Background: an optimization exercise with open tools, aiming at small area and a short achievable clock period. Do not read the settings as production practice. Function was checked by simulation only, so behaviour that the tests miss may differ from the original. Power and IR drop assume default switching activity.

==> flow/design.v, too long to show whole: its modules and the start of the top module <==
// module work_zyq: 62 lines
// module zq_rca: 15 lines
// module zq_cneg: 14 lines
// module zq_bcd29: 66 lines
// module zq_ctl: 20 lines
// module zq_v4: 163 lines
// module zq_mul15: 607 lines
// module zq_div15: 638 lines
module work_zyq(CLK,rst,keystat,dataout);
  // ...
==> flow/flow/run.sh <==
#!/bin/bash
# Own layout flow: the standard synthesis and layout, except that
#  - Yosys skips the quick ABC pass inside synth (-noabc), extracts full/half adder
#    cells only in the modules listed in flow/fa_modules.txt (kept apart until mapping,
#    then flattened like the rest), and maps the logic with the area-oriented ABC script
#    in flow/abc.script (no gate upsizing); the modules in flow/fast_modules.txt (the key
#    decoder zq_ctl) are mapped with ORFS's speed script;
#  - no buffers for module pass-through wires (modules are flattened after mapping);
#  - port buffers are buf_2 cells;
#  - the resizer's repair_timing aims at the slack in flow/margin.txt (the SDC's clock is
#    unchanged).
# Each tool's full output goes to a log file in the work folder.
set -euo pipefail
WORK=$(pwd)
FL=$WORK/flow
MARGIN=$(cat "$FL/margin.txt")
FAMODS=$(cat "$FL/fa_modules.txt")
FASTMODS=$(cat "$FL/fast_modules.txt")

sed -e "s#^source \$::env(SCRIPTS_DIR)/synth_preamble.tcl#source \$::env(SCRIPTS_DIR)/synth_preamble.tcl\nset abc_fast \$abc_args\nset abc_args [lreplace \$abc_args 1 1 $FL/abc.script]#" \
    -e "s#^  extract_fa {\*}\[dont_use_extract_fa_args\]\$#  extract_fa {*}[dont_use_extract_fa_args] $FAMODS#" \
    -e "s#^  log_cmd abc {\*}\$abc_args\$#  log_cmd abc {*}\$abc_fast $FASTMODS\n  log_cmd abc {*}\$abc_args \$::env(DESIGN_NAME) $FAMODS#" \
  "$FLOW_HOME/scripts/synth.tcl" > "$WORK/own_synth.tcl"
grep -q "lreplace \$abc_args 1 1" "$WORK/own_synth.tcl"
grep -q "abc_fast $FASTMODS" "$WORK/own_synth.tcl"
grep -q "extract_fa {\*}\[dont_use_extract_fa_args\] $FAMODS" "$WORK/own_synth.tcl"
sed "s#\$::env(SCRIPTS_DIR)/synth.tcl#$WORK/own_synth.tcl#" "$WORK/synth_recipe.tcl" > "$WORK/own_synth_recipe.tcl"
grep -q "own_synth.tcl" "$WORK/own_synth_recipe.tcl"
sed "s#SYNTH_SCRIPT=[^ ]*#SYNTH_SCRIPT=$WORK/own_synth_recipe.tcl#" "$WORK/standard.sh" > "$WORK/own_synth.sh"
grep -q "own_synth_recipe.tcl" "$WORK/own_synth.sh"

SYNTH_KEEP_MODULES="$FASTMODS $FAMODS" SYNTH_ARGS=-noabc SYNTH_INSBUF=0 bash "$WORK/own_synth.sh" synth > "$WORK/synth.log" 2>&1
export BUFFER_PORTS_ARGS="-buffer_cell sky130_fd_sc_hd__buf_2"
export SETUP_SLACK_MARGIN=$MARGIN
bash "$WORK/standard.sh" > "$WORK/layout.log" 2>&1
test -f "$WORK/out/final.def"
==> flow/flow/abc.script <==
strash
dch
amap
topo
==> flow/flow/fa_modules.txt <==
zq_mul15
==> flow/flow/fast_modules.txt <==
zq_ctl
==> flow/flow/margin.txt <==
174.6
==> flow/standard.sh <==
#!/bin/bash
# synth_recipe.tcl (not shown) runs the flow's synth.tcl, then flattens the netlist and writes it again
# the make line also repeats each setting of config.mk as NAME=value (left out here)
make -C /OpenROAD-flow-scripts/flow DESIGN_CONFIG=/design/flow/config.mk WORK_HOME=/design/flow/orfs CLKGATE_MAP_FILE= SYNTH_SCRIPT=/design/flow/synth_recipe.tcl "${@:-finish}"
==> flow/config.mk <==
export PLATFORM = sky130hd
export DESIGN_NAME = work_zyq
export DESIGN_NICKNAME = work_zyq
export VERILOG_FILES = /design/flow/design.v
export SDC_FILE = /design/flow/constraint.sdc
export NUM_CORES = 8
export LEC_CHECK = 0
export CAP_MARGIN = 20
export CORE_MARGIN = 2
export CORE_UTILIZATION = 65
export PLACE_DENSITY = 0.8
export SLEW_MARGIN = 20
==> flow/constraint.sdc <==
create_clock -name core_clock -period 220.0 [get_ports {CLK}]
set_input_delay 44.0000 -clock core_clock [delete_from_list [all_inputs] [get_ports {CLK}]]
set_output_delay 44.0000 -clock core_clock [all_outputs]
set_load 0.01 [all_outputs]
==> flow_summary.json, run 1 <==
{
  "status": "no timing/DRC/antenna violations",
  "yosys.area.top_type": "fa_1",
  "synth_compound_area_share_pct": 35.9,
  "powerComb_uw": 124,
  "first_pass_iters": 7,
  "fmax_mhz": 22.0,
  "yosys.area_share.xor_xnor_pct": 3.41,
  "seq_cells": 55,
  "n_antenna_cell": 1,
  "final_max_slew_viol_count": 0,
  "hp-class": "flop to flop",
  "cts_max_path_buffers": 2,
  "min-delay-start": "dataout[28]$_DFF_P_",
  "wirelength_um": 50000,
  "first_iter_violations": 2117,
  "seq_area_um2": 1100,
  "p_clk_share_pct": 5.8,
  "cts_resized": 3,
  "post_cts.repair.setup_buffers": 1,
  "timing.rr.end": "dataout[0]$_DFF_P_",
  "grt_max_degree": 38,
  "met1_length_um": 20600,
  "met2WireLength_um": 22800,
  "seq_area_frac_synth_pct": 6.91,
  "crit_path_start_kind": "input port",
  "fp.dieH_um": 161,
  "layout_commonest_cell": "nor2_1",
  "maxCapViolCount": 0,
  "r2r_setup_slack_ns": 178.65,
  "hold_depth": 2,
  "dpl.cell_count": 2938,
  "use_met1_pct": 49.2,
  "finalNonFillerCells": 2976,
  "finalHoldViolations": 0,
  "hold_end": "dataout[28]$_DFF_P_",
  "nonClkBufAreaFrac_pct": 3.00,
  "wl_per_cell_um": 16.8,
  "path_cells": "buf_2 -> xnor2_2 -> nand3_1 -> o22ai_4 -> buf_4 -> a222oi_1 -> clkinv_1"
}
==> run 2, diff against run 1 <==
--- a/flow/config.mk
+++ b/flow/config.mk
@@ -7,6 +7,7 @@
 export LEC_CHECK = 0
 export CAP_MARGIN = 20
 export CORE_MARGIN = 2
-export CORE_UTILIZATION = 65
-export PLACE_DENSITY = 0.8
+export CORE_UTILIZATION = 75
+export CTS_BUF_LIST = sky130_fd_sc_hd__clkbuf_8
+export PLACE_DENSITY = 0.88
 export SLEW_MARGIN = 20
==> flow_summary.json, run 2 <==
{
  "cts_tree": "built",
  "leakage_nw": 6.71,
  "totalNegativeSetupSlack_ns": 0,
  "sequentialPowerShare_pct": 7.4,
  "critical_path_buf_inv_count": 2,
  "finalHoldViolations": 0,
  "first_iter_violations": 2391,
  "first_global_vias": 18000,
  "h-tree-depth": 2,
  "crit_path_max_fanout": 28,
  "wl_per_cell_um": 17.6,
  "overflow": 0,
  "area_growth_pct": 8.50,
  "postSynthNetCount": 2749,
  "worst_pin_slew_ns": 1.13,
  "p_int_uw": 56.5,
  "grt_pass1_wl_um": 81200,
  "cts_max_path_buffers": 2,
  "top_regs": "dataout (32), first (15), prestat (5)",
  "grt_max_degree": 38,
  "ys_seq_elements": 55,
  "layout_commonest_cell": "nor2_1",
  "synth_area_leaders": "fa_1 (21%), nor2_1 (17%), o21ai_0 (10%)",
  "relSlewSlack_pct": 24.4,
  "drive_gt1_share_pct": 6.17,
  "dieArea_um2": 22400,
  "largest_reg_flops": 32,
  "yosysMostFrequentCell": "nor2_1",
  "seq_area_frac_synth_pct": 6.91,
  "wirelength_um": 51700,
  "path_depth": 8,
  "clk_pin_slew_ns": 0.11,
  "clk_latency_ns": 0.33,
  "hp-class": "flop to flop",
  "ir_drop_v": 0.0000277,
  "clockRootBuffer": "clkbuf_8",
  "crit_slowest_cell": "a2111oi_4",
  "syn_inst": 2559,
  "vias": 19800,
  "fp.dieH_um": 150,
  "nets": 2846,
  "core_um2": 21000,
  "top_register": "dataout",
  "status": "no timing/DRC/antenna violations",
  "cpPeakStageDelay_ns": 0.41,
  "synthesis.area_um2": 15900,
  "final_max_slew_viol_count": 0,
  "start_util_pct": 76.0,
  "port_buffers": 38,
  "rsz0062_at_grt": "yes",
  "cts.sinks": 55,
  "drcViolationCount": 0,
  "post-route-min-period_ns": 45.34,
  "yosys-top-cells-count": "nor2_1 (726), o21ai_0 (319), clkinv_1 (291), a21oi_1 (258), nand2_1 (198)",
  "ys_types": 49,
  "hold_depth": 2,
  "first_pass_iters": 8,
  "gr-usage-all-layers_pct": 44.0,
  "synth_edf_count": 0,
  "hpwl_um": 38000,
  "viasPerCell": 6.76,
  "cts_hold_buf": 0,
  "yosys.area.top_type": "fa_1",
  "setup_viol": 0,
  "critical_path.top_delay_family": "compound AO/OA/AOI/OAI gates",
  "die_x_um": 150,
  "period_share_pct": 20.6,
  "finalNonFillerCells": 2933,
  "ys.flop_type": "dfxtp_1",
  "cp.arrival_ns": 45.58,
  "cp_data_required_time_ns": 220.24,
  "share_comb_of_total_power_pct": 88.4,
  "io_pins": 39,
  "placementRows": 53,
  "fmax_mhz": 22.1,
  "maxCapViolCount": 0,
  "p_clk_share_pct": 4.3,
  "drtAntennaViolNets": 0,
  "fillers": 1470,
  "r2r_cells": 274,
  "antenna_found_initial": 1,
  "cts_buffers": 5,
  "worst_clock_skew_ns": 0.0116,
  "crit_type": "input port to flop",
  "final_cell_mix": "nor2_1 (718), o21ai_0 (296), clkinv_1 (283), a21oi_1 (248), nand2_1 (195)",
  "yosysWarningCount": 2,
  "async_flop_share_pct": 0,
  "power_density_nw_per_um2": 8.21,
  "swShare_pct": 60.2,
  "cp-end-kind": "flop",
  "p_switching_uw": 85.5,
  "dpl.cell_count": 2886,
  "avgSynthCellArea_um2": 6.23,
  "yosysTopAreaCellShare_pct": 21.1,
  "gp_congestion": 0.951,
  "crit_path_start_kind": "input port",
  "path_cells": "buf_2 -> xnor2_1 -> and3_4 -> a2111oi_4 -> bufinv_8 -> nor2_1 -> a21oi_1 -> o21ai_0"
}
## run 2: modules after synthesis, one instance, submodules excluded
module    area (um2)  times used  cells
work_zyq       11200           1   2114
zq_ctl           191           1     29
zq_mul15        4500           1    416
## run 2: power groups by stage
stage               clock network (mW)  logic [mW]  registers, mW
floorplan                            0      0.0926         0.0106
global placement                     0       0.109         0.0106
detailed placement                   0       0.114         0.0106
CTS                            0.00588       0.115         0.0104
global route                   0.00627       0.139         0.0104
finish                         0.00605       0.125         0.0104
## run 2: per-layer routing
layer,GRT usage (%),up-vias,part of all wire (%)
met4,18.6,0,5.0
li1,-,9260,-
met2,73.6,1315,46
met3,10.3,346,12
met1,54.7,8920,38
met5,0,-,0
## run 2: through the flow
step / cell area, um2 / hold slack, ns / total power, mW / setup WS [ns] / util [%]
6_report: 17300 / 0.506 / 0.142 / 174.66 / 82.5
5_1_grt: 17300 / 0.531 / 0.156 / 173.23 / 82.5
3_5_place_dp: 16600 / 0.477 / 0.124 / 174.09 / 79.4
4_1_cts: 16800 / 0.502 / 0.131 / 174.62 / 80.0
2_1_floorplan: 16000 / 0.480 / 0.103 / 174.59 / -
3_3_place_gp: 16600 / 0.454 / 0.119 / 174.18 / 79.4
## run 2: final timing paths
| kind | start | to | slack [ns] |
|---|---|---|---|
| setup / recovery | keystat[1] | dataout[12]$_DFF_P_ | 174.66 |
| hold / removal | dataout[20]$_DFF_P_ | dataout[24]$_DFF_P_ | 0.51 |
| setup reg to reg | dataout[12]$_DFF_P_ | dataout[0]$_DFF_P_ | 177.44 |
| hold reg to reg | dataout[20]$_DFF_P_ | dataout[24]$_DFF_P_ | 0.51 |
## run 2: timing repair
item / in CTS / in global routing
setup endpoints to repair: 39 / 29
gates resized for setup: 3 / 83
buffers inserted: 1 / 35
pin swaps: 3 / 20
gates cloned: 2 / 0
## run 2: kinds of logic (layout without fill, tap and decap cells)
| group | count (synthesis) | in the layout | share of synthesized area (%) |
|---|---|---|---|
| compound gates | 963 | 965 | 35.9 |
| xor+xnor | 62 | 62 | 3.41 |
| fa+ha+maj | 183 | 183 | 22.3 |
| buf+inv | 293 | 389 | 6.90 |
| flops | 55 | 55 | 6.91 |
| other cells | 0 | 1 | 0 |
| simple gates | 1003 | 1003 | 24.6 |
## run 2: tightest hold or removal path: stages, from the launching register on
cell and delay (ns):
dfxtp_1 0.37, a222oi_1 0.08, clkinv_1 0.04
## run 2: area by class of cell
cell class              instances  area, um2  share of cell area (%)
multi-input cells            2213      14100                    81.3
inverters                     293       1120                    6.48
flip-flops and latches         55       1100                    6.38
repair buffers                 88        566                    3.27
well taps                     275        344                    1.99
clock buffers                   5       68.8                   0.398
clock inverters                 3       23.8                   0.138
diodes                          1       2.50                  0.0145
==> run 3, diff against run 2 <==
--- a/flow/flow/run.sh
+++ b/flow/flow/run.sh
@@ -7,13 +7,12 @@
 #    decoder zq_ctl) are mapped with ORFS's speed script;
 #  - no buffers for module pass-through wires (modules are flattened after mapping);
 #  - port buffers are buf_2 cells;
-#  - the resizer's repair_timing aims at the slack in flow/margin.txt (the SDC's clock is
-#    unchanged).
+#  - the resizer's repair_timing in each stage aims at the slack given for that stage in
+#    flow/margins.txt (the SDC's clock is unchanged).
 # Each tool's full output goes to a log file in the work folder.
 set -euo pipefail
 WORK=$(pwd)
 FL=$WORK/flow
-MARGIN=$(cat "$FL/margin.txt")
 FAMODS=$(cat "$FL/fa_modules.txt")
 FASTMODS=$(cat "$FL/fast_modules.txt")
 
@@ -31,6 +30,12 @@
 
 SYNTH_KEEP_MODULES="$FASTMODS $FAMODS" SYNTH_ARGS=-noabc SYNTH_INSBUF=0 bash "$WORK/own_synth.sh" synth > "$WORK/synth.log" 2>&1
 export BUFFER_PORTS_ARGS="-buffer_cell sky130_fd_sc_hd__buf_2"
-export SETUP_SLACK_MARGIN=$MARGIN
-bash "$WORK/standard.sh" > "$WORK/layout.log" 2>&1
+# the layout in stages, each stage's repair_timing with its own margin from
+# flow/margins.txt (lines: stage margin)
+: > "$WORK/layout.log"
+while read -r STAGE M; do
+  [[ -z "$STAGE" ]] && continue
+  SETUP_SLACK_MARGIN=$M bash "$WORK/standard.sh" $STAGE >> "$WORK/layout.log" 2>&1 < /dev/null
+done < "$FL/margins.txt"
+bash "$WORK/standard.sh" >> "$WORK/layout.log" 2>&1
 test -f "$WORK/out/final.def"
==> flow/flow/margins.txt (new file) <==
floorplan 0
place 0
cts 0
grt 174.6
--- a/flow/config.mk
+++ b/flow/config.mk
@@ -7,7 +7,6 @@
 export LEC_CHECK = 0
 export CAP_MARGIN = 20
 export CORE_MARGIN = 2
-export CORE_UTILIZATION = 75
+export CORE_UTILIZATION = 40
 export CTS_BUF_LIST = sky130_fd_sc_hd__clkbuf_8
-export PLACE_DENSITY = 0.88
 export SLEW_MARGIN = 20
removed: flow/flow/margin.txt
==> flow_summary.json, run 3 <==
{
  "status": "no timing/DRC/antenna violations",
  "first_pass_iters": 5,
  "drcViolationCount": 0,
  "vias": 18400,
  "final_max_slew_viol_count": 0,
  "seq_area_frac_synth_pct": 6.91,
  "final_util_pct": 44.9,
  "clk_latency_ns": 0.33,
  "stdcell_area_um2": 17800,
  "p_total_uw": 141,
  "setup_viol": 0,
  "pre_cts_slack_ns": 173.25,
  "crit_path_start_kind": "input port",
  "hpwl_um": 38000,
  "h-tree-depth": 2,
  "worst_slack_ns": 174.62,
  "fmax_mhz": 22.0,
  "worst_pin_slew_ns": 1.06,
  "largest_reg_flops": 32,
  "core_um2": 39500,
  "gr-usage-all-layers_pct": 23.4,
  "leakage_nw": 6.78,
  "cts.sinks": 55,
  "hold_ws_ns": 0.501,
  "cp.arrival_ns": 45.63,
  "wl_per_cell_um": 15.7,
  "synth_edf_count": 0,
  "top_register": "dataout",
  "overflow": 0,
  "first_iter_violations": 1217,
  "crit_path_max_fanout": 14,
  "final_cell_mix": "nor2_1 (721), o21ai_0 (297), clkinv_1 (280), a21oi_1 (249), nand2_1 (195)",
  "post-route-min-period_ns": 45.38,
  "yosysTopAreaCellShare_pct": 21.1,
  "maxCapViolCount": 0,
  "cpPeakStageDelay_ns": 0.29,
  "ys_types": 49,
  "crit_type": "input port to flop",
  "area_growth_pct": 11.5,
  "synth_area_leaders": "fa_1 (21%), nor2_1 (17%), o21ai_0 (10%)",
  "yosys-top-cells-count": "nor2_1 (726), o21ai_0 (319), clkinv_1 (291), a21oi_1 (258), nand2_1 (198)",
  "rsz0062_at_grt": "no",
  "cp_data_required_time_ns": 220.25,
  "syn_inst": 2559,
  "grt_max_degree": 38,
  "cts_buffers": 5,
  "dieArea_um2": 41500,
  "cts_tree": "built",
  "yosys.area.top_type": "fa_1",
  "finalNonFillerCells": 3196,
  "synthesis.area_um2": 15900,
  "postSynthNetCount": 2749,
  "placementRows": 73,
  "nets": 2860,
  "yosysWarningCount": 2,
  "start_util_pct": 40.3,
  "n_antenna_cell": 0,
  "cts_max_path_buffers": 2,
  "gp_congestion": 0.906,
  "grt_pass1_wl_um": 81200,
  "finalHoldViolations": 0,
  "port_buffers": 38,
  "yosysMostFrequentCell": "nor2_1",
  "totalNegativeSetupSlack_ns": 0,
  "io_pins": 39,
  "ys_seq_elements": 55,
  "relSlewSlack_pct": 29.0,
  "antenna_found_initial": 0,
  "drive_gt1_share_pct": 6.66,
  "power_density_nw_per_um2": 7.91,
  "async_flop_share_pct": 0,
  "first_global_vias": 17000,
  "clockRootBuffer": "clkbuf_8",
  "ys.flop_type": "dfxtp_1",
  "wirelength_um": 50300,
  "dpl.cell_count": 3140,
  "worst_clock_skew_ns": 0.00983,
  "top_regs": "dataout (32), first (15), prestat (5)",
  "ir_drop_v": 0.0000162,
  "viasPerCell": 5.75,
  "die_x_um": 204,
  "fp.dieH_um": 204,
  "path_common_cell": "buf_4",
  "crit_slowest_cell": "a2111oi_4",
  "period_share_pct": 20.6,
  "place_area_um2": 16900,
  "clk_pin_slew_ns": 0.11,
  "cp-end-kind": "flop",
  "drtAntennaViolNets": 0,
  "path_cells": "buf_2 -> nor2_1 -> inv_1 -> a2111oi_4 -> buf_4 -> buf_12 -> clkinvlp_4 -> buf_4 -> o221ai_1",
  "hp-class": "flop to flop",
  "layout_commonest_cell": "nor2_1",
  "avgSynthCellArea_um2": 6.23,
  "cts_hold_buf": 0
}
-- run 3: cell count changes in the layout (fill, tap and decap cells not counted), moves of 4 or more --
cell | before | now
xnor2_1 | 11 | 7
nor2_2 | 7 | 1
buf_4 | 50 | 63
clkinvlp_4 | 2 | 7
xnor2_2 | 0 | 4
-- run 3: area by class of cell --
cell class	instances	area, um2
clock buffer	5	68.8
clock inverter	3	22.5
fill	4119	21800
inverter	293	1120
multi-input combinational	2213	14100
sequential	55	1100
tap	525	657
timing repair buffer	100	679
timing repair inverter	2	15.0
-- run 3: repair_timing --
| item | 4_1_cts | 5_1_grt |
|---|---|---|
| setup buffers | 0 | 44 |
| endpoints found under the setup margin | 0 | 45 |
| resized for setup | 0 | 101 |
-- run 3: critical path, delay by kind of cell --
kind	cells	cell delay (ns)
buffers and inverters	6	0.88
AO/OA/AOI/OAI	2	0.48
AND/OR/NAND/NOR	1	0.26
-- run 3: per-module statistics from Yosys (local to each module, per instance) --
module | cells | times used | area (um2)
zq_mul15 | 416 | 1 | 4500
zq_ctl | 29 | 1 | 191
work_zyq | 2114 | 1 | 11200
-- run 3: final timing paths --
check | from | endpoint | slack, ns | cells after the start
worst max register to register | dataout[12]$_DFF_P_ | dataout[0]$_DFF_P_ | 179.39 | 274
worst min register to register | dataout[30]$_DFF_P_ | dataout[30]$_DFF_P_ | 0.50 | 2
worst max-delay path | rst | dataout[15]$_DFF_P_ | 174.62 | 9
worst min-delay path | dataout[30]$_DFF_P_ | dataout[30]$_DFF_P_ | 0.50 | 2
-- run 3: cells by family (layout without fill, tap and decap cells) --
logic type,after synthesis,in the layout,share of synthesized area [%]
flops,55,55,6.91
buf+inv,293,403,6.90
xor+xnor,62,62,3.41
simple gates,1003,1003,24.6
fa+ha+maj,183,183,22.3
compound gates,963,965,35.9
-- run 3: routing by layer --
layer,part of all wire [%],track usage [%],vias to the layer above
li1,-,-,9279
met1,46,30.9,8557
met2,47,41.2,452
met3,5.0,2.33,76
met4,2.1,5.40,0
met5,0,0,-
-- run 3: report_power, final --
group | leakage, nW | total [mW] | internal [mW] | switching (mW)
clock network | 0.0489 | 0.00627 | 0.00232 | 0.00394
registers | 0.445 | 0.0104 | 0.0101 | 0.000281
logic | 6.29 | 0.124 | 0.0444 | 0.0794
==> run 4, diff against run 3 <==
==> flow/flow/margins.txt (replaced) <==
floorplan 0
place 0
cts 174.6
grt 174.6
==> flow_summary.json, run 4 <==
{
  "status": "no timing/DRC/antenna violations",
  "placementRows": 73,
  "first_pass_iters": 5,
  "ys_seq_elements": 55,
  "nets": 2847,
  "synth_compound_area_share_pct": 35.9,
  "totalNegativeSetupSlack_ns": 0,
  "cp_data_required_time_ns": 220.21,
  "worst_pin_slew_ns": 1.02,
  "die_x_um": 204,
  "critical_path.top_delay_family": "buffers and inverters",
  "yosys.area.top_type": "fa_1",
  "final_max_slew_viol_count": 0,
  "leakage_nw": 6.71,
  "cts_max_path_buffers": 2,
  "hold_ws_ns": 0.495,
  "setup_viol": 0,
  "ir_drop_v": 0.0000163,
  "hp-class": "flop to flop",
  "rsz0062_at_grt": "yes",
  "yosysWarningCount": 2,
  "fmax_mhz": 22.0,
  "cts.sinks": 55,
  "crit_slowest_cell": "a222oi_1",
  "muxShareOfSynthArea_pct": 0,
  "cpPeakStageDelay_ns": 0.36,
  "maxCapViolCount": 0,
  "first_iter_violations": 1258,
  "path_cells": "buf_2 -> xor2_1 -> or3_4 -> o22ai_4 -> buf_4 -> a222oi_1 -> clkinv_1",
  "dpl.cell_count": 3140,
  "finalHoldViolations": 0,
  "cts_hold_buf": 0,
  "gp_congestion": 0.906,
  "area_growth_pct": 10.5,
  "fillers": 4142,
  "synth_top_family_by_area": "compound AO/OA/AOI/OAI gates",
  "first_global_vias": 17000,
  "overflow": 0,
  "synth_fa_ha_area_share_pct": 22.3,
  "synth_edf_count": 0,
  "wl_per_cell_um": 15.7,
  "clk_pin_slew_ns": 0.10,
  "drive_gt1_share_pct": 6.06,
  "viasPerCell": 5.77,
  "clk_latency_ns": 0.33,
  "period_share_pct": 20.6,
  "layout_commonest_cell": "nor2_1",
  "vias": 18400,
  "cp.arrival_ns": 45.59,
  "yosys.area_share.xor_xnor_pct": 3.41,
  "seq_area_frac_synth_pct": 6.91,
  "ys_types": 49,
  "postSynthNetCount": 2749,
  "avgSynthCellArea_um2": 6.23,
  "relSlewSlack_pct": 31.7,
  "hpwl_um": 38000,
  "grt_pass1_wl_um": 82000,
  "clockRootBuffer": "clkbuf_8",
  "final_cell_mix": "nor2_1 (721), o21ai_0 (298), clkinv_1 (279), a21oi_1 (249), nand2_1 (195)",
  "critical_path_buf_inv_count": 3,
  "p_total_uw": 140,
  "io_pins": 39,
  "wirelength_um": 50000,
  "synth_area_leaders": "fa_1 (21%), nor2_1 (17%), o21ai_0 (10%)",
  "yosys-top-cells-count": "nor2_1 (726), o21ai_0 (319), clkinv_1 (291), a21oi_1 (258), nand2_1 (198)",
  "drcViolationCount": 0,
  "port_buffers": 38,
  "syn_inst": 2559,
  "yosysTopAreaCellShare_pct": 21.1,
  "ys.flop_type": "dfxtp_1",
  "top_register": "dataout",
  "gr-usage-all-layers_pct": 23.8,
  "async_flop_share_pct": 0,
  "cts_tree": "built",
  "largest_reg_flops": 32,
  "start_util_pct": 40.3,
  "cp-end-kind": "flop",
  "worst_clock_skew_ns": 0.0160,
  "grt_max_degree": 38,
  "drtAntennaViolNets": 0,
  "synthesis.area_um2": 15900,
  "finalNonFillerCells": 3184,
  "antenna_found_initial": 0,
  "core_um2": 39500,
  "power_density_nw_per_um2": 7.96,
  "top_regs": "dataout (32), first (15), prestat (5)",
  "synthSimpleGateAreaFrac_pct": 24.6,
  "crit_type": "input port to flop",
  "h-tree-depth": 2,
  "crit_path_start_kind": "input port",
  "crit_path_max_fanout": 10,
  "cts_buffers": 5,
  "post-route-min-period_ns": 45.38,
  "yosysMostFrequentCell": "nor2_1",
  "fp.dieH_um": 204,
  "dieArea_um2": 41500
}
## run 4: changes by cell type in the layout (fill, tap and decap cells not counted), sizes merged
cell,before,now
clkinv,281,282
bufinv,0,1
clkinvlp,7,3
diode,0,1
buf,100,89
## run 4: routing by layer
layer / track usage [%] / part of all wire (%) / routed length, um / vias to the layer above
met5: 0 / 0 / 0 / -
met4: 5.47 / 2.1 / 1030 / 0
met3: 2.33 / 5.0 / 2500 / 70
met2: 41.5 / 47 / 23600 / 460
met1: 31.7 / 46 / 22800 / 8600
li1: - / - / - / 9241
## run 4: area by class of cell
| cell class | count | area [um2] | share of cell area, % |
|---|---|---|---|
| Multi-Input combinational cell | 2213 | 14100 | 79.8 |
| Antenna cell | 1 | 2.50 | 0.0142 |
| Clock inverter | 3 | 22.5 | 0.128 |
| Sequential cell | 55 | 1100 | 6.25 |
| Tap cell | 525 | 657 | 3.73 |
| Inverter | 293 | 1130 | 6.40 |
| Clock buffer | 5 | 68.8 | 0.391 |
| Timing Repair Buffer | 89 | 573 | 3.25 |
## run 4: cell families (layout without fill, tap and decap cells)
| group | Yosys count | in the layout |
|---|---|---|
| AO/OA/AOI/OAI | 963 | 965 |
| buffers and inverters | 293 | 390 |
| flip-flops | 55 | 55 |
| AND/OR/NAND/NOR | 1003 | 1003 |
| other | 0 | 1 |
| XOR/XNOR | 62 | 62 |
| adder cells (fa/ha/maj) | 183 | 183 |
## run 4: worst paths after layout
path / from / to / slack, ns / cells past startpoint
setup / recovery: keystat[2] / dataout[26]$_DFF_P_ / 174.62 / 7
hold / removal: dataout[30]$_DFF_P_ / dataout[30]$_DFF_P_ / 0.49 / 2
setup reg to reg: dataout[12]$_DFF_P_ / dataout[0]$_DFF_P_ / 179.27 / 269
hold reg to reg: dataout[30]$_DFF_P_ / dataout[30]$_DFF_P_ / 0.49 / 2
## run 4: per-module statistics from Yosys, one instance, submodules excluded
module	cells	flops+latches	cell area (um2)	times used
zq_ctl	29	0	191	1
work_zyq	2114	55	11200	1
zq_mul15	416	0	4500	1
## run 4: what timing repair did
action	CTS	global route
endpoints found under the setup margin	43	36
gates cloned	2	0
pin swaps	2	15
buffers inserted	3	30
resized for setup	11	79
## run 4: metrics by stage
| stage | worst slack [ns] | instance area (um2) | utilization (%) |
|---|---|---|---|
| finish | 174.62 | 17600 | 44.5 |
| global route | 174.12 | 17600 | 44.5 |
| CTS | 174.62 | 17100 | 43.3 |
| detailed placement | 173.25 | 16900 | 42.8 |
| global placement | 173.31 | 16900 | 42.8 |
| floorplan | 173.77 | 15900 | - |
## run 4: worst register-to-register path: cells and delay by family (launching register included)
family | cells | cell delay, ns
XOR/XNOR | 5 | 1.23
buffers and inverters | 39 | 5.06
flip-flops | 1 | 0.42
AO/OA/AOI/OAI | 113 | 19.99
AND/OR/NAND/NOR | 112 | 13.91
## run 4: where the power goes
part / switching (mW) / total (mW) / internal (mW)
sequential: 0.000260 / 0.0104 / 0.0101
clock: 0.00385 / 0.00617 / 0.00232
combinational: 0.0795 / 0.124 / 0.0442
total: 0.0836 / 0.140 / 0.0566
==> run 5, diff against run 4 <==
==> flow/flow/margins.txt (replaced) <==
floorplan 174.6
place 174.6
cts 174.6
grt 174.6
==> flow_summary.json, run 5 <==
{
  "yosysWarningCount": 2,
  "async_flop_share_pct": 0,
  "viasPerCell": 5.74,
  "period_share_pct": 20.6,
  "fp.dieH_um": 204,
  "port_buffers": 38,
  "yosys.area.top_type": "fa_1",
  "ys_types": 49,
  "maxCapViolCount": 0,
  "crit_type": "input port to flop",
  "rsz0062_at_grt": "yes",
  "core_um2": 39500,
  "timing.rr.end": "dataout[0]$_DFF_P_",
  "setup_viol": 0,
  "worst_slack_ns": 174.65,
  "min-delay-start": "dataout[30]$_DFF_P_",
  "top_register": "dataout",
  "h-tree-depth": 2,
  "layout_commonest_cell": "nor2_1",
  "cts_buffers": 5,
  "fmax_mhz": 22.0,
  "seq_area_frac_synth_pct": 6.91,
  "finalHoldViolations": 0,
  "cts_hold_buf": 0,
  "nets": 2847,
  "first_global_vias": 17000,
  "final_util_pct": 44.5,
  "die_x_um": 204,
  "postSynthNetCount": 2749,
  "worst_clock_skew_ns": 0.0107,
  "overflow": 0,
  "antenna_found_initial": 0,
  "cp-end-kind": "flop",
  "avgSynthCellArea_um2": 6.23,
  "wirelength_um": 50100,
  "grt_pass1_wl_um": 81400,
  "gp_congestion": 0.928,
  "n_antenna_cell": 0,
  "area_growth_pct": 10.5,
  "post-route-min-period_ns": 45.35,
  "power_density_nw_per_um2": 8.05,
  "yosysTopAreaCellShare_pct": 21.1,
  "clk_pin_slew_ns": 0.10,
  "cp_data_required_time_ns": 220.20,
  "cts_tree": "built",
  "synth_edf_count": 0,
  "clk_latency_ns": 0.32,
  "placementRows": 73,
  "leakage_nw": 6.68,
  "yosys-top-cells-count": "nor2_1 (726), o21ai_0 (319), clkinv_1 (291), a21oi_1 (258), nand2_1 (198)",
  "hold_end": "dataout[30]$_DFF_P_",
  "hpwl_um": 38500,
  "first_iter_violations": 1098,
  "io_pins": 39,
  "dieArea_um2": 41500,
  "drtAntennaViolNets": 0,
  "final_cell_mix": "nor2_1 (720), o21ai_0 (302), clkinv_1 (281), a21oi_1 (250), nand2_1 (196)",
  "cts.sinks": 55,
  "hp-class": "flop to flop",
  "clockRootBuffer": "clkbuf_8",
  "r2r_setup_slack_ns": 179.23,
  "pre_cts_slack_ns": 174.00,
  "top_regs": "dataout (32), first (15), prestat (5)",
  "r2r_cells": 271,
  "syn_inst": 2559,
  "synth_area_leaders": "fa_1 (21%), nor2_1 (17%), o21ai_0 (10%)",
  "crit_path_max_fanout": 7,
  "vias": 18300,
  "largest_reg_flops": 32,
  "cp.arrival_ns": 45.55,
  "first_pass_iters": 5,
  "grt_max_degree": 38,
  "hold_ws_ns": 0.495,
  "ys_seq_elements": 55,
  "drive_gt1_share_pct": 5.83,
  "gr-usage-all-layers_pct": 23.8,
  "hold_depth": 2,
  "start_util_pct": 40.3,
  "totalNegativeSetupSlack_ns": 0,
  "final_max_slew_viol_count": 0,
  "ir_drop_v": 0.0000171,
  "r2r_start": "dataout[12]$_DFF_P_",
  "drcViolationCount": 0,
  "yosysMostFrequentCell": "nor2_1",
  "relSlewSlack_pct": 39.3,
  "synthesis.area_um2": 15900,
  "status": "no timing/DRC/antenna violations",
  "cts_max_path_buffers": 2,
  "crit_path_start_kind": "input port",
  "worst_pin_slew_ns": 0.902,
  "ys.flop_type": "dfxtp_1",
  "wl_per_cell_um": 15.7
}
## run 5: report_power, final
part	switching (mW)	internal, mW	leakage, nW
Clock	0.00368	0.00334	0.0502
Combinational	0.0806	0.0437	6.19
Sequential	0.000272	0.0101	0.445
Total	0.0846	0.0572	6.68
## run 5: critical path: stages
cell and delay, ns:
buf_2 0.16, xnor2_1 0.22, and3_4 0.30, a2111oi_4 0.08
buf_4 0.20, buf_4 0.16, a222oi_1 0.31, clkinv_1 0.11
## run 5: metrics by stage
stage / cell area, um2 / std cells / total power, mW
final: 17600 / 3182 / 0.142
after CTS: 17100 / 3154 / 0.134
after floorplan: 16000 / 2559 / 0.103
after global routing: 17600 / 3182 / 0.158
after detailed placement: 17000 / 3140 / 0.126
after global placement: 17000 / 3140 / 0.122
## run 5: worst max-delay path by stage
stage | start | end | cells after the start
4_1_cts | rst | dataout[23]$_DFF_P_ | 6
6_report | keystat[1] | dataout[28]$_DFF_P_ | 8
3_5_place_dp | keystat[2] | dataout[0]$_DFF_P_ | 8
5_1_grt | dataout[5]$_DFF_P_ | dataout[0]$_DFF_P_ | 276
3_3_place_gp | keystat[2] | dataout[0]$_DFF_P_ | 8
2_1_floorplan | keystat[0] | dataout[10]$_DFF_P_ | 5
## run 5: final cells by class
cell class	instances	area, um2
Clock inverter	2	37.5
Clock buffer	5	68.8
Timing Repair inverter	2	11.3
Inverter	293	1120
Sequential cell	55	1100
Tap cell	525	657
Timing Repair Buffer	87	558
Fill cell	4122	21900
Multi-Input combinational cell	2213	14100
## run 5: cell families after synthesis
| kind of cell | after synthesis | share of synthesized area (%) |
|---|---|---|
| adders and majority gates | 183 | 22.3 |
| DFF | 55 | 6.91 |
| buffers and inverters | 293 | 6.90 |
| AOI/OAI and AO/OA | 963 | 35.9 |
| and+or+nand+nor | 1003 | 24.6 |
| xor gates and xnor gates | 62 | 3.41 |
## run 5: Yosys stat by module (local to each module, per instance)
module | times used | flops+latches
zq_mul15 | 1 | 0
work_zyq | 1 | 55
zq_ctl | 1 | 0
## run 5: routing by layer
metal	GRT usage [%]	part of all wire [%]	wire (um)
met1	31.1	45	22700
met2	42.0	47	23800
met3	2.83	5.8	2880
met4	5.16	1.5	750
met5	0	0	0
## run 5: timing repair
action,in CTS,in global routing
resized for setup,2,71
gates cloned,4,0
buffers inserted,3,28
setup endpoints to repair,40,47
pin swaps,3,14

==> static timing again, ports no longer ideal <==
How much do the figures lean on ideal ports? The routed layouts below were timed once more, with nothing changed but the port constraints. Step 1 (the two cells are an assumption about what drives the block):
set clk [get_ports {CLK}]
set_driving_cell -lib_cell sky130_fd_sc_hd__clkbuf_16 $clk
set_driving_cell -lib_cell sky130_fd_sc_hd__buf_2 [delete_from_list [all_inputs] $clk]
Step 2 moves the port delays by t, midway between the first and last clock arrival at a register: inputs arrive t later, outputs are due t later. That takes back most of the time a late clock gives input paths. Slacks: ideal / step 1 / step 2; pairs: ideal / step 1.
run | shift t [ns] | slack for setup (ns) | worst setup path after step 2 | worst data-port slew with drivers (ns) | pins driven straight from the clock port
run 1 | 0.338 | 174.641 / 174.655 / 174.317 | input to register | 0.04 | 1
run 2 | 0.357 | 174.659 / 174.671 / 174.314 | input to register | 0.03 | 1
run 3 | 0.367 | 174.617 / 174.636 / 174.269 | input to register | 0.04 | 1
run 4 | 0.364 | 174.618 / 174.639 / 174.275 | input to register | 0.03 | 1
run 5 | 0.355 | 174.645 / 174.669 / 174.314 | input to register | 0.03 | 1
After both steps setup and hold are still met in every run listed. The setup slack of run 3, which loses most, moves by +0.019 ns with the drivers and by -0.348 ns with both steps.
